This design comes from an exercise in tuning for small area and a short achievable clock period on the open sky130 flow, not from production work. Only simulation tests tie the RTL to the original design; equivalence was not proved. Power is estimated from default activity; no workload was simulated.

==> design/flow/design.v <==
module FIR(Dout,
           Din,
           clk,
           reset);
    parameter b0 = 7;
    parameter b1 = 17;
    parameter b2 = 32;
    parameter b3 = 46;
    parameter b4 = 52;
    parameter b5 = 46;
    parameter b6 = 32;
    parameter b7 = 17;
    parameter b8 = 7;
    output	[17:0]	Dout;
    input 	[7:0] 	Din;
    input 		clk, reset;
    reg[17:0] cal_out[0:8];
    reg[7:0] shift_regs[0:7];
    integer reg_index;
    always @(posedge clk)
    begin
        for(reg_index = 0;reg_index < 8 ; reg_index = reg_index + 1)
        begin
            if (reset)
            begin
                shift_regs[reg_index] <= 'd0;
            end
            else
            begin
                if(reg_index == 0)
                    shift_regs[reg_index] <= Din;
                else
                    shift_regs[reg_index] <= shift_regs[reg_index-1];
            end
        end
    end
    assign Dout = (((Din * b0 + 'd0) + (shift_regs[0] * b1)) + (shift_regs[1] * b2) + (shift_regs[2] * b3)+(shift_regs[3]*b4)+
        (shift_regs[4]*b5)+(shift_regs[5]*b6) + (shift_regs[6]*b7) + (shift_regs[7]*b8));
endmodule
==> design/flow/run.sh <==
#!/bin/bash
# synth_recipe.tcl (not shown) runs the flow's synth.tcl, then flattens the netlist and writes it again
# the make line also repeats each setting of config.mk as NAME=value (left out here)
make -C /OpenROAD-flow-scripts/flow DESIGN_CONFIG=/design/flow/config.mk WORK_HOME=/design/flow/orfs CLKGATE_MAP_FILE= SYNTH_SCRIPT=/design/flow/synth_recipe.tcl finish
==> design/flow/config.mk <==
export PLATFORM = sky130hd
export DESIGN_NAME = FIR
export DESIGN_NICKNAME = FIR
export VERILOG_FILES = /design/flow/design.v
export SDC_FILE = /design/flow/constraint.sdc
export NUM_CORES = 4
export LEC_CHECK = 0
export CAP_MARGIN = 20
export CORE_MARGIN = 2
export CORE_UTILIZATION = 40
export SLEW_MARGIN = 20
==> design/flow/constraint.sdc <==
create_clock -name core_clock -period 12.0 [get_ports {clk}]
set_input_delay 2.4000 -clock core_clock [delete_from_list [all_inputs] [get_ports {clk}]]
set_output_delay 2.4000 -clock core_clock [all_outputs]
set_load 0.01 [all_outputs]
==> metrics.yaml, run 1 <==
status:
  status: "no timing/DRC/antenna violations"
die:
  initial_core_util_pct: 40.7
  core_um2: 20200
  die_x_um: 147
  ios: 28
  die_area_um2: 21700
  die_y_um: 147
  placementRows: 52
synth:
  async_reset_ff_share_pct: 0
  syn_inst: 825
  ys.flop_type: "dfxtp_1"
  synthTopCellsByArea: "fa_1 (32%), ha_1 (23%), dfxtp_1 (16%), inv_1 (11%), nor2b_1 (3.6%)"
  post-synth-top-area-cell: "fa_1"
  synth.cell_area_um2: 8230
  ys_seq_elements: 64
  synth_edf_count: 0
  avgSynthCellArea_um2: 9.97
  synth_top_area_share_pct: 32.1
  yosysUniqueCellTypes: 46
  ys_warn_count: 2
  ys_seq_area_share_pct: 15.6
clock_tree:
  path_clk_slew_ns: 0.06
  htreeDepth: 3
  cts_buffer_depth: 2
  cts_resized: 0
  cts_setup_buffers: 0
  insertion_delay_ns: 0.34
  cts_tree: "done"
  cts_buffers: 9
  cts_sinks: 64
  ctsHoldBuffers: 0
  cts_root_buf: "clkbuf_16"
grt:
  grt_pass1_wl_um: 26700
  antenna_found_initial: 0
  grt_max_degree: 65
  grt_usage_pct: 15.9
  grt_pass1_vias: 5266
  grt.overflow.total: 0
setup_path:
  worst-path-stages: 31
  cp_top_family: "adder cells"
  critPathSlowestCell: "clkdlybuf4s50_1"
  r2r_cells: 2
  cp.buffers_inverters: 9
  path_class: "reg -> out"
  worst_ep_arrival_time_ns: 8.97
  setup.worst_path.end_class: "output pin"
  cpPeakStageDelay_ns: 0.58
  worst_path_most_repeated_cell: "inv_1"
  reg2reg_slack_ns: 11.21
  crit_required_ns: 9.60
  critPathLaunchType: "register"
  timing.rr.end: "shift_regs[5][6]"
  path_max_fanout: 5
  reg2reg_from: "shift_regs[4][6]"
final_layout:
  regMostFlops: "shift_regs"
  num_antenna_cells: 0
  drive_above_1_share_pct: 2.91
  finalInstanceArea_um2: 9110
  top_regs: "shift_regs: 64 flops"
  largest_reg_flops: 64
  syn_to_final_growth_pct: 10.7
  fin_nets: 1151
pwr:
  pwr-share-seq_pct: 16.1
  p_int_uw: 822
  powerDensity_nw_per_um2: 152
  irDropWorstVdd_uv: 239
  leakage_nw: 4.91
  swShare_pct: 40.5
  power_switching_uw: 559
  combPwrFrac_pct: 64.3
  p_clk_share_pct: 19.5
min_path:
  min_path_type: "reg -> reg"
  hold_path.startpoint: "shift_regs[1][4]"
  whs_endpoint: "shift_regs[2][4]"
  min_path_cells: 2
timing:
  finalSetupViolations: 0
  rsz0062_at_grt: "false"
  final_max_slew_viol_count: 0
  finalHoldViolations: 0
  fin_worst_skew_ns: 0.00551
  max_slew.worst_pin.slew_ns: 0.655
  post-route-period-util_pct: 94.7
  slew_headroom_pct: 55.7
  setup_tns_ns: 0
  fin_crit_ns: 11.37
  fmax_mhz: 88.0
routing:
  ant_nets: 0
  wl_per_cell_um: 13.9
  remaining_drc_errors: 0
  first_pass_iters: 4
  num_vias: 5173
  via_per_inst: 4.58
  dr.first_iter.drc_count: 163
  drt_wl_total_um: 15700
placement:
  dp_hpwl_um: 13800
  portBuffers: 27
  dpl_cell_area_um2: 8810
  gp_congestion: 0.769
job:
  maxCapViolCount: 0
==> cells in the mapped netlist, types with 2 or more instances <==
master and count:
or2_2 3, a221o_1 2, o21ai_0 6, a221oi_1 2, inv_1 238, nor3_1 6, and4_1 2, o21ai_1 5
o21a_1 3, o31ai_1 2, o21bai_1 5, nand2b_1 2, a31oi_1 3, nor2b_1 47, a2111oi_0 2, dfxtp_1 64
a21oi_1 22, xnor2_1 20, a211oi_1 2, and3_1 5, nor2_1 33, ha_1 154, xor2_1 14, a21o_1 8
nand3_1 3, clkbuf_1 8, fa_1 132, nand2_1 9, o211ai_1 2, nand4_1 2, and2_1 4
==> worst max path at each step <==
stage	from	endpoint	slack, ns
floorplan	shift_regs[4][2]	Dout[14]	2.10
global placement	Din[3]	Dout[15]	0.82
detailed placement	Din[7]	Dout[15]	0.80
CTS	shift_regs[4][2]	Dout[15]	0.56
global route	shift_regs[4][2]	Dout[15]	0.05
finish	shift_regs[4][3]	Dout[15]	0.63
==> placed cells by master (no fill, tap or decap), drive strengths merged, types with 2 or more instances in the layout <==
cell type and instances:
nor2b 47, dfxtp 64, and2 4, ha 154, a21o 9, or2 3, o31ai 2, fa 132
clkbuf 9, buf 2, nand2 9, o21bai 5, nand4 2, a211oi 2, clkdlybuf4s50 26, xnor2 20
nand2b 2, nor3 6, a2111oi 3, nor2 33, a221o 2, a21oi 23, nand3 3, o211ai 2
clkinv 2, o41ai 2, inv 241, a221oi 2, o21ai 11, and4 2, o21a 3, and3 5
xor2 14, a31oi 3
==> tightest hold or removal path, cell delays in order (launching register included) <==
cell and delay (ns):
dfxtp_1 0.30, inv_1 0.08, nor2_1 0.05
==> power groups by stage <==
stage | clock network [mW] | logic (mW) | registers, mW
after floorplan | 0 | 0.589 | 0.224
final | 0.270 | 0.888 | 0.223
after global routing | 0.287 | 1.02 | 0.223
after CTS | 0.275 | 0.904 | 0.223
after detailed placement | 0 | 0.902 | 0.227
after global placement | 0 | 0.893 | 0.227
==> routing by layer <==
layer	GRT usage (%)	wire [µm]
met3	3.12	405
met1	22.9	7720
met2	25.9	7540
met4	1.59	57
met5	0	0
==> area by class of cell <==
class / count / area (µm²)
Fill cell: 1983 / 11100
Multi-Input combinational cell: 514 / 6020
Sequential cell: 64 / 1280
Inverter: 238 / 893
Tap cell: 270 / 338
Timing Repair Buffer: 28 / 273
Clock buffer: 9 / 225
Clock inverter: 7 / 77.6
==> logic make-up (layout without fill, tap and decap cells) <==
family | count (synthesis) | count (layout) | share of synthesized area [%]
xor gates and xnor gates | 34 | 34 | 3.62
DFF | 64 | 64 | 15.6
and+or+nand+nor | 118 | 118 | 7.65
adders and majority gates | 286 | 286 | 55.5
AOI/OAI and AO/OA | 75 | 75 | 6.25
buffers and inverters | 247 | 282 | 11.3
muxes | 1 | 1 | 0.122
==> through the flow <==
stage | worst slack [ns] | power [mW] | utilization (%) | instances | hold slack, ns
detailed placement | 0.799 | 1.13 | 43.5 | 1114 | 0.474
global placement | 0.815 | 1.12 | 43.5 | 1114 | 0.471
CTS | 0.560 | 1.40 | 45.0 | 1130 | 0.484
finish | 0.635 | 1.38 | 45.0 | 1130 | 0.479
global route | 0.0489 | 1.53 | 45.0 | 1130 | 0.506
floorplan | 2.10 | 0.813 | - | 825 | 0.448
==> run 2, diff against run 1 <==
==> design/flow/design.v (replaced) <==
module FIR(Dout,
           Din,
           clk,
           reset);
    output  [17:0]  Dout;
    input   [7:0]   Din;
    input           clk, reset;
    reg [7:0]  x1, x2, x3, x4, x5, x6, x7;
    reg [15:0] acc;
    wire [15:0] acc_next = 17*Din + 32*x1 + 46*x2 + 52*x3 + 46*x4 + 32*x5 + 17*x6 + 7*x7;
    always @(posedge clk) begin
        if (reset) begin
            x1 <= 0; x2 <= 0; x3 <= 0; x4 <= 0; x5 <= 0; x6 <= 0; x7 <= 0;
            acc <= 0;
        end else begin
            x1 <= Din; x2 <= x1; x3 <= x2; x4 <= x3; x5 <= x4; x6 <= x5; x7 <= x6;
            acc <= acc_next;
        end
    end
    assign Dout = {2'b00, acc + 16'd7*Din};
endmodule
--- a/design/flow/config.mk
+++ b/design/flow/config.mk
@@ -10,2 +10,3 @@
 export CORE_UTILIZATION = 40
+export SETUP_SLACK_MARGIN = 5
 export SLEW_MARGIN = 20
==> run 2 against run 1 <==
Effect of this change:
- wire length increased by 17%
- critical path depth down 18
- final cell count rose by 7.8%
- register-to-register slack worse by 6.0 ns
- total power is 17% higher
- design area rose by 9.8%
- via count is 12% higher
- non-clock buffer count up 21
- core utilization increased by 2.4 points
- worst setup slack better by 3.8 ns
- sequential share of layout area increased by 0.55 points
- area after synthesis grew 4.6%
- largest cell class unchanged
==> metrics.yaml, run 2 <==
status:
  status: "no timing/DRC/antenna violations"
final_layout:
  fin_nets: 1220  # +6.0%
  final_cell_mix: "inv_1 (213), ha_1 (133), fa_1 (119)"
  final_common_cell: "inv_1"
  drive_above_1_share_pct: 14.0  # +11 points
  layout.cells.non_filler: 1218  # +7.8%
  num_antenna_cells: 0  # unchanged
  multi_input_area_um2: 6690  # +11%
  largest_reg_flops: 16  # -75%
  syn_to_final_growth_pct: 16.1
  regMostFlops: "acc"
  regArea_um2: 1460  # +14%
  n_fill_cell: 1958  # -1.3%
routing:
  remaining_drc_errors: 0  # unchanged
  wl_per_cell_um: 15.1  # +8.7%
  first_pass_iters: 4  # unchanged
  drt_wl_total_um: 18400  # +17%
  dr.first_iter.drc_count: 175  # +7.4%
  num_vias: 5791  # +12%
  via_per_inst: 4.75  # +3.9%
  ant_nets: 0  # unchanged
timing:
  fmax_mhz: 132  # +50%
  post-route-period-util_pct: 63.1  # -32 points
  setup_tns_ns: 0  # unchanged
  slew_headroom_pct: 40.4  # -15 points
  max_slew.worst_pin.slew_ns: 0.894  # +0.239 ns
  rsz0062_at_grt: "true"
  fin_crit_ns: 7.57  # -3.80 ns
  finalSetupViolations: 0  # unchanged
  final_max_slew_viol_count: 0  # unchanged
  finalHoldViolations: 0  # unchanged
  fin_worst_skew_ns: 0.00772  # +0.00221 ns
setup_path:
  worst_path_most_repeated_cell: "fa_1"
  path_max_fanout: 3  # -2
  crit_chain: "buf_12 -> fa_1 -> inv_1 -> fa_1 -> inv_2 -> fa_2 -> a21o_4 -> a221oi_4 -> buf_6 -> a2111oi_2 -> nor2_1 -> xnor2_1 -> buf_2"
  worst_ep_arrival_time_ns: 5.17  # -3.80 ns
  cp.buffers_inverters: 5  # -4
  path_class: "in -> out"
  crit_required_ns: 9.60  # about the same
  critPathLaunchType: "input port"
  cp_top_family: "adder cells"
  cpPeakStageDelay_ns: 0.52  # -0.06 ns
  setup.worst_path.end_class: "output pin"
  critPathSlowestCell: "fa_1"
synth:
  synth_top_area_share_pct: 28.1  # -4.0 points
  ys_seq_area_share_pct: 16.7  # +1.2 points
  synth.cell_area_um2: 8610  # +4.6%
  ys_warn_count: 1  # -1
  yosysUniqueCellTypes: 54  # +17%
  post-synth-top-area-cell: "fa_1"
  synth_edf_count: 0  # unchanged
  ys_seq_elements: 72  # +13%
  yosys.cell_count.top_type: "inv_1"
  syn_inst: 889  # +7.8%
  async_reset_ff_share_pct: 0  # unchanged
  avgSynthCellArea_um2: 9.68  # -2.9%
  synthTopCellsByCount: "inv_1 (219), ha_1 (151), fa_1 (121)"
  ys.flop_type: "dfxtp_1"
  synthTopCellsByArea: "fa_1 (28%), ha_1 (22%), dfxtp_1 (17%), inv_1 (9.5%), nor2b_1 (3.7%)"
die:
  die_x_um: 151  # +2.2%
  placementRows: 53  # +1.9%
  die_area_um2: 22700  # +4.5%
  die_y_um: 151  # +2.2%
  initial_core_util_pct: 40.8  # +0.15 points
  ios: 28  # unchanged
  core_um2: 21100  # +4.2%
clock_tree:
  cts_buffer_depth: 2  # unchanged
  path_clk_slew_ns: 0.06  # about the same
  ctsHoldBuffers: 0  # unchanged
  cts_buffers: 9  # unchanged
  cts_tree: "done"
  insertion_delay_ns: 0.34  # about the same
  htreeDepth: 3  # unchanged
  cts_sinks: 72  # +13%
  cts_root_buf: "clkbuf_16"
pwr:
  leakage_nw: 5.12  # +4.2%
  irDropWorstVdd_uv: 80.2  # -67%
  finalPower_mw: 1.62  # +17%
  powerDensity_nw_per_um2: 162  # +6.9%
grt:
  grt_usage_pct: 17.5  # +1.6 points
  grt.overflow.total: 0  # unchanged
  grt_pass1_wl_um: 30500  # +15%
  antenna_found_initial: 0  # unchanged
  grt_pass1_vias: 6024  # +14%
  grt_max_degree: 82  # +26%
placement:
  portBuffers: 25  # -7.4%
  gp_congestion: 0.829  # +7.9%
  dp.cells: 1179  # +5.8%
  dp_hpwl_um: 14800  # +6.8%
job:
  maxCapViolCount: 0  # unchanged
min_path:
  min_path_type: "reg -> reg"
## run 2: changes by cell type after synthesis, moves of 4 or more
cell / change
a211oi_1: +9
a21o_1: +4
a21oi_1: +13
dfxtp_1: +8
fa_1: -11
inv_1: -19
nor2_1: +18
nor2b_1: +4
nor3b_1: +4
o21ai_0: +18
o21bai_1: -4
xnor2_1: +7
## run 2: where the power goes
part	internal (mW)	switching (mW)	leakage, nW
combinational	0.508	0.567	4.39
clock	0.161	0.106	0.134
sequential	0.261	0.0182	0.593
## run 2: worst paths after layout
check | from | to | slack [ns] | depth (start not counted)
worst max-delay path | Din[1] | Dout[13] | 4.43 | 13
worst min-delay path | x5[2] | x6[2] | 0.49 | 1
worst min register to register | x5[2] | x6[2] | 0.49 | 1
worst max register to register | x4[3] | acc[15] | 5.25 | 22
## run 2: layer usage
layer / wire length, µm / global-route usage, % / vias to the layer above
met3: 412 / 2.30 / 20
met5: 0 / 0 / -
met1: 8820 / 23.9 / 2784
met4: 297 / 4.25 / 0
met2: 8890 / 29.4 / 65
li1: - / - / 2922
## run 2: kinds of logic (layout without fill, tap and decap cells)
kind of cell	Yosys count	count (layout)	synth area share, %
compound gates	119	119	9.43
xor+xnor	38	38	3.87
fa+ha+maj	272	272	50.1
buf+inv	231	284	10.2
flops	72	72	16.7
other cells	1	2	0.0436
simple gates	156	156	9.64
## run 2: final cells by class
type	instances	area share, %
multi-input cells	587	67.0
flip-flops and latches	72	14.6
inverters	219	8.22
repair buffers	49	3.94
well taps	275	3.44
clock buffers	13	2.40
clock inverters	3	0.425
## run 2: metrics by stage
stage	worst slack, ns	hold WS (ns)	util [%]	area, µm²
4_1_cts	4.42	0.490	46.3	9770
3_5_place_dp	3.41	0.486	43.5	9170
3_3_place_gp	3.45	0.482	43.5	9170
6_report	4.43	0.490	47.4	10000
2_1_floorplan	4.75	0.448	-	8630
5_1_grt	4.30	0.502	47.4	10000
## run 2: timing repair
action                     CTS  global route
setup buffers               15             8
pin swaps                   42            35
resized for setup          158            42
gates cloned                 0             0
setup endpoints to repair   23            19
==> run 3, diff against run 2 <==
--- a/design/flow/config.mk
+++ b/design/flow/config.mk
@@ -10,3 +10,2 @@
 export CORE_UTILIZATION = 40
-export SETUP_SLACK_MARGIN = 5
 export SLEW_MARGIN = 20
==> run 3 against run 2 <==
Effect of this change:
- sequential share of layout area up 0.63 points
- final cell count shrank 1.9%
- area after synthesis stayed put
- hold slack lost 0.024 ns
- global-route usage shrank 0.63 points
- combinational power shrank about 20%
- total power down 13%
- worst setup slack got worse by 1.0 ns
- count of clock-buffer cells in the layout is 2 lower
- first-iteration DRC count is 6.9% higher
- largest power group unchanged
==> metrics.yaml, run 3 <==
routing:
  first_pass_iters: 4  # unchanged
  num_vias: 5675  # -2.0%
  ant_nets: 0  # unchanged
  remaining_drc_errors: 0  # unchanged
  dr.first_iter.drc_count: 187  # +6.9%
  via_per_inst: 4.75  # -0.12%
  wl_per_cell_um: 14.9  # -1.5%
  drt_wl_total_um: 17800  # -3.3%
setup_path:
  crit_chain: "clkdlybuf4s50_1 -> fa_1 -> inv_1 -> fa_1 -> inv_1 -> fa_1 -> a21o_2 -> a221oi_4 -> a2111oi_0 -> nor2_1 -> xnor2_1 -> clkdlybuf4s50_1"
  worst_ep_arrival_time_ns: 6.18  # +1.01 ns
  worst_path_most_repeated_cell: "fa_1"
  path_max_fanout: 6  # +3
  critPathSlowestCell: "clkdlybuf4s50_1"
  setup.worst_path.end_class: "output pin"
  cpPeakStageDelay_ns: 0.60  # +0.08 ns
  critPathLaunchType: "input port"
  crit_required_ns: 9.60  # about the same
  path_class: "in -> out"
grt:
  antenna_found_initial: 0  # unchanged
  grt_pass1_wl_um: 29100  # -4.7%
  grt_max_degree: 82  # unchanged
  grt_pass1_vias: 5824  # -3.3%
  grt.overflow.total: 0  # unchanged
  grt_usage_pct: 16.8  # -0.63 points
final_layout:
  n_fill_cell: 2041  # +4.2%
  fin_nets: 1197  # -1.9%
  layout.cells.non_filler: 1195  # -1.9%
  largest_reg_flops: 16  # unchanged
  finish.utilization_pct: 44.8  # -2.6 points
  drive_above_1_share_pct: 3.15  # -11 points
  multi_input_area_um2: 6290  # -6.0%
  syn_to_final_growth_pct: 9.81
  regArea_um2: 1440  # -1.4%
  num_antenna_cells: 0  # unchanged
  finalInstanceArea_um2: 9450  # -5.5%
  regMostFlops: "acc"
  final_common_cell: "inv_1"
  final_cell_mix: "inv_1 (219), ha_1 (151), fa_1 (121)"
timing:
  fin_ws_ns: 3.42  # -1.01 ns
  post-route-period-util_pct: 71.5  # +8.4 points
  max_slew.worst_pin.slew_ns: 0.902  # +0.00825 ns
  rsz0062_at_grt: "false"
  setup_tns_ns: 0  # unchanged
  finalSetupViolations: 0  # unchanged
  final_max_slew_viol_count: 0  # unchanged
  fmax_mhz: 117  # -12%
  slew_headroom_pct: 39.9  # -0.55 points
  hold-worst-slack_ns: 0.467  # -0.0235 ns
  fin_worst_skew_ns: 0.00530  # -0.00242 ns
  finalHoldViolations: 0  # unchanged
  fin_crit_ns: 8.58  # +1.01 ns
synth:
  synthTopCellsByArea: "fa_1 (28%), ha_1 (22%), dfxtp_1 (17%), inv_1 (9.5%), nor2b_1 (3.7%)"
  ys_seq_area_share_pct: 16.7  # unchanged
  yosysUniqueCellTypes: 54  # unchanged
  ys_warn_count: 1  # unchanged
  yosys.area_share.simple_pct: 9.64  # unchanged
  synth_top_area_share_pct: 28.1  # unchanged
  synth_top_family_by_area: "adder cells"
  synth.cell_area_um2: 8610  # unchanged
  yosys.cell_count.top_type: "inv_1"
  synth.area.mux_share_pct: 0  # unchanged
  ys.flop_type: "dfxtp_1"
  syn_inst: 889  # unchanged
  synthXorXnorAreaFrac_pct: 3.87  # unchanged
  synth-compound-area-share_pct: 9.43  # unchanged
  synthTopCellsByCount: "inv_1 (219), ha_1 (151), fa_1 (121)"
  async_reset_ff_share_pct: 0  # unchanged
  avgSynthCellArea_um2: 9.68  # unchanged
  post-synth-top-area-cell: "fa_1"
  synth_edf_count: 0  # unchanged
  synthAdderAreaFrac_pct: 50.1  # unchanged
  ys_seq_elements: 72  # unchanged
die:
  initial_core_util_pct: 40.8  # unchanged
  die_y_um: 151  # unchanged
  ios: 28  # unchanged
  placementRows: 53  # unchanged
  die_x_um: 151  # unchanged
  core_um2: 21100  # unchanged
  die_area_um2: 22700  # unchanged
pwr:
  irDropWorstVdd_uv: 76.8  # -4.3%
  leakage_nw: 4.96  # -3.1%
  p_int_uw: 817  # -12%
  power_switching_uw: 593  # -14%
  powerDensity_nw_per_um2: 149  # -7.9%
  pwr-share-seq_pct: 19.8  # +2.6 points
  p_clk_share_pct: 19.6  # +3.1 points
  finalPower_mw: 1.41  # -13%
  swShare_pct: 42.1  # -0.56 points
  combPwrFrac_pct: 60.6  # -5.7 points
clock_tree:
  cts_buffer_depth: 2  # unchanged
  cts_resized: 0  # -100%
  htreeDepth: 3  # unchanged
  ctsHoldBuffers: 0  # unchanged
  path_clk_slew_ns: 0.06  # about the same
  cts_root_buf: "clkbuf_16"
  cts_sinks: 72  # unchanged
  cts_setup_buffers: 0  # -15
  cts_buffers: 9  # unchanged
  cts_tree: "done"
  insertion_delay_ns: 0.35  # about the same
placement:
  gp_congestion: 0.806  # -2.9%
  portBuffers: 25  # unchanged
  dp_hpwl_um: 14900  # +0.67%
  dpl_cell_area_um2: 9150  # -0.16%
  pre_cts_slack_ns: 3.37  # -0.0488 ns
  dp.cells: 1179  # unchanged
job:
  maxCapViolCount: 0  # unchanged
min_path:
  min_path_type: "reg -> reg"
status:
  status: "no timing/DRC/antenna violations"
-- run 3: cell counts after synthesis --
No cell type changed its count.
-- run 3: worst paths after layout --
| check | cells after the start | end | slack, ns | from |
|---|---|---|---|---|
| worst min register to register | 2 | x6[0] | 0.47 | x5[0] |
| worst min-delay path | 2 | x6[0] | 0.47 | x5[0] |
| worst max-delay path | 12 | Dout[13] | 3.42 | Din[1] |
| worst max register to register | 23 | acc[15] | 4.70 | x4[3] |
-- run 3: cell families (layout without fill, tap and decap cells) --
| group | count (synthesis) | after routing |
|---|---|---|
| AND/OR/NAND/NOR | 156 | 156 |
| buffers and inverters | 231 | 261 |
| XOR/XNOR | 38 | 38 |
| adder cells (fa/ha/maj) | 272 | 272 |
| other | 1 | 2 |
| flip-flops | 72 | 72 |
| AO/OA/AOI/OAI | 119 | 119 |
-- run 3: power by group through the flow --
| stage | logic (mW) | registers, mW | clock network [mW] |
|---|---|---|---|
| 6_report | 0.855 | 0.279 | 0.276 |
| 5_1_grt | 0.966 | 0.282 | 0.294 |
| 4_1_cts | 0.870 | 0.280 | 0.286 |
| 3_5_place_dp | 0.862 | 0.285 | 0 |
| 3_3_place_gp | 0.856 | 0.285 | 0 |
| 2_1_floorplan | 0.618 | 0.279 | 0 |
-- run 3: worst max-delay path: cells and delay by family --
kind,cells,cell delay [ns]
AO/OA/AOI/OAI,3,0.73
XOR/XNOR,1,0.13
adder cells (fa/ha/maj),3,1.47
buffers and inverters,4,1.27
AND/OR/NAND/NOR,1,0.17
-- run 3: final cells by class --
| cell class | instances | share of cell area (%) |
|---|---|---|
| inverter | 219 | 8.70 |
| clock inverter | 5 | 0.596 |
| tap | 275 | 3.64 |
| timing repair buffer | 26 | 2.67 |
| clock buffer | 11 | 2.57 |
| multi-input combinational | 587 | 66.6 |
| sequential | 72 | 15.2 |
-- run 3: per-layer routing --
layer	up-vias	track usage [%]	part of all wire, %
met5	-	0	0
met1	2724	22.7	49
li1	2867	-	-
met4	0	4.16	1.4
met2	72	28.4	47
met3	12	2.52	2.9

==> port drivers added, routing unchanged <==
No port has a modelled driver above. Below, the same layouts with a new extraction and two added sets of constraints.
Step 1: set_driving_cell puts a clkbuf_16 on clk and a buf_2 on each other input, an assumption about the parent block.
Step 2 moves the port delays by t, midway between the first and last clock arrival at a register: inputs arrive t later, outputs are due t later. That takes back most of the time a late clock gives input paths.
a / b / c = ideal ports / drivers / drivers and shift; a / b = the first two.
run	t, ns	slack for setup (ns)	worst register clock-pin slew, ns	worst slew at a driven data input, ns
run 1	0.371	0.635 / 0.598 / 0.733	0.06 / 0.06	0.03
run 2	0.383	4.431 / 4.382 / 4.382	0.06 / 0.06	0.06
run 3	0.390	3.420 / 3.393 / 3.393	0.06 / 0.06	0.03
After both steps every run listed still meets setup and hold. For run 2, which loses most, drivers alone change the setup slack by -0.049 ns; drivers and shift together by -0.049 ns.
